What follows belongs to an exercise in optimizing a design on an open flow for small area and a short achievable clock period; a production flow would make more cautious choices. Power and IR drop assume default switching activity.

==> 04-25 <==
==> flow/design.v (excerpt) <==
module cim_mac_tree (
    input         clk,
    input         rst_n,
    input         mac_en,
    input  [7:0]  col_mux,
    input  [15:0] data_in,
    input  [7:0]  bank0,  bank1,  bank2,  bank3,
                  bank4,  bank5,  bank6,  bank7,
                  bank8,  bank9,  bank10, bank11,
                  bank12, bank13, bank14, bank15,
    output reg [11:0] sum
);
==> flow/config.mk <==
export PLATFORM = sky130hd
export DESIGN_NAME = cim_mac_tree
export DESIGN_NICKNAME = cim_mac_tree
export VERILOG_FILES = /design/flow/design.v
export SDC_FILE = /design/flow/constraint.sdc
export NUM_CORES = 4
export LEC_CHECK = 0
export CAP_MARGIN = 20
export CORE_MARGIN = 2
export CORE_UTILIZATION = 60
export CTS_BUF_LIST = sky130_fd_sc_hd__clkbuf_4 sky130_fd_sc_hd__clkbuf_8
export SETUP_SLACK_MARGIN = 4.8
export SLEW_MARGIN = 20
export SYNTH_HIERARCHICAL = 1
==> flow/constraint.sdc <==
create_clock -name core_clock -period 8.0 [get_ports {clk}]
set_input_delay 1.6000 -clock core_clock [delete_from_list [all_inputs] [get_ports {clk}]]
set_output_delay 1.6000 -clock core_clock [all_outputs]
set_load 0.01 [all_outputs]
standard.sh (not shown) runs the stock make flow with config.mk's settings and CLKGATE_MAP_FILE= SYNTH_SCRIPT=/design/flow/synth_recipe.tcl, a recipe that flattens the netlist after the stock synthesis.
==> flow/flow/run.sh <==
#!/bin/bash
# The standard layout (the standard.sh, unchanged synthesis), with the
# port buffers made of the smallest buffer instead of the default choice.
set -o pipefail
export BUFFER_PORTS_ARGS="-buffer_cell sky130_fd_sc_hd__buf_1"
bash standard.sh finish > standard_flow.log 2>&1
==> 12-08: changes against 04-25 <==
--- a/flow/design.v
+++ b/flow/design.v
@@ -13,17 +13,17 @@
     input         rst_n,
     input         mac_en,
     input  [7:0]  col_mux,
     input  [15:0] data_in,
     input  [7:0]  bank0,  bank1,  bank2,  bank3,
                   bank4,  bank5,  bank6,  bank7,
                   bank8,  bank9,  bank10, bank11,
                   bank12, bank13, bank14, bank15,
-    output reg [11:0] sum
+    output [11:0] sum
 );
     wire [15:0] en  = data_in & {16{mac_en}};
     wire [7:0]  col = col_mux & {8{~mac_en}};
     wire g0_0 = ~((bank0[0] & en[0]) | (|(bank0 & col)));
     wire g0_1 = ~(bank0[1] & en[0]);
     wire g0_2 = ~(bank0[2] & en[0]);
     wire g0_3 = ~(bank0[3] & en[0]);
     wire g0_4 = ~(bank0[4] & en[0]);
@@ -374,19 +374,26 @@
     adder_1bit u_s211 (.a(s173), .b(c192), .cin(s193), .sum(s211), .cout(c212));
     adder_1bit u_s213 (.a(s177), .b(c194), .cin(s195), .sum(s213), .cout(c214));
     adder_1bit u_s215 (.a(s181), .b(c196), .cin(s197), .sum(s215), .cout(c216));
     adder_1bit u_s217 (.a(s183), .b(c198), .cin(s199), .sum(s217), .cout(c218));
     adder_1bit u_s219 (.a(c184), .b(s201), .cin(c200), .sum(s219), .cout(c220));
     wire [11:0] rowA = {1'b1, c202, c218, c216, c214, c212, c210, c208, c206, c204, s185, r1[0]};
     wire [11:0] rowB = {1'b1, c220, s219, s217, s215, s213, s211, s209, s207, s205, s203, r1[1]};
     wire [11:0] tot = ~(rowA + rowB + 12'd1);
-    reg first;
+    reg  [11:0] s2;
+    wire [11:0] s2sum = s2;
+    reg first, valid;
     always @(posedge clk or negedge rst_n) begin
-        if (!rst_n) first <= 1'b1;
-        else        first <= 1'b0;
+        if (!rst_n) begin
+            first <= 1'b1;
+            valid <= 1'b0;
+        end else begin
+            first <= 1'b0;
+            valid <= ~first;
+        end
     end
-    always @(posedge clk) r1 <= d1;
-    always @(posedge clk or negedge rst_n) begin
-        if (!rst_n) sum <= 12'd0;
-        else        sum <= first ? 12'd0 : tot;
+    always @(posedge clk) begin
+        r1 <= d1;
+        s2 <= tot;
     end
+    assign sum = s2sum & {12{valid}};
 endmodule
Settings changed: SETUP_SLACK_MARGIN 4.8 to 4.5.
==> summary.md <==
| Metric | Value |
|---|---|
| Average wire per standard cell | 27.6 µm |
| Clk pwr | 302 µW |
| Sequential fraction of the synthesis area | 24.4% |
| Compound-gate portion of the synthesized area | 12.5% |
| Status | timing/DRC/antenna clean |
| Placed insts | 743 |
| TritonRoute pass-1 iters | 9 |
| Yosys reg bits | 62 |
| Die H | 98.5 µm |
| Synth Area in Adders | 43.5% |
| Post-Syn Nets | 780 |
| R2R Path End | sum[10] |
| Flop pwr share | 16.5% |
| Comb pwr share | 72.2% |
| Fraction of area in registers | 17.8% |
| Post-Synth Simple-Gate Area | 14.2% |
| Peak Freq | 289 MHz |
| Slew Limit Headroom | 54.0% |
-- figures above: 04-25

==> summary.md <==
| Metric | Value |
|---|---|
| Status | timing/DRC/antenna clean |
| Compound-gate portion of the synthesized area | 14.2% |
| Average wire per standard cell | 24.3 µm |
| Synth Area in Adders | 41.8% |
| Sequential fraction of the synthesis area | 22.8% |
| Clk pwr | 356 µW |
| R2R Path End | s2[9] |
| Peak Freq | 288 MHz |
| Flop pwr share | 20.4% |
| Yosys reg bits | 63 |
| Die H | 100 µm |
| Post-Syn Nets | 813 |
-- figures above: 12-08

Function was not checked in any run of this note: the RTL went through the layout flow alone.

==> afterwards: timing with drivers on the ports <==
In the flow no input, the clock included, has a driving cell. The finished layouts below were timed again as built, in two steps. Step 1 sets driving cells, clkbuf_16 on the clock port and buf_2 on the other inputs (assumed; they add their load-dependent delay and slew). Step 2 adds t to the input delays and takes it off the output delays; t is the mean of the earliest and latest rising clock arrival at the registers after step 1. Input paths then give back, and output paths get back, about the clock's delay inside the block. a / b / c = no drivers / after step 1 / after step 2; a / b = the first two.
run	shift t [ns]	slack for setup (ns)	latest minus earliest clock arrival (ns)
04-25	0.376	4.543 / 4.320 / 3.945	0.010 / 0.011
12-08	0.380	4.533 / 4.529 / 4.149	0.019 / 0.018
After both steps setup and hold are still met in every run listed. The setup slack of 04-25, which loses most, moves by -0.223 ns with the drivers and by -0.598 ns with both steps.
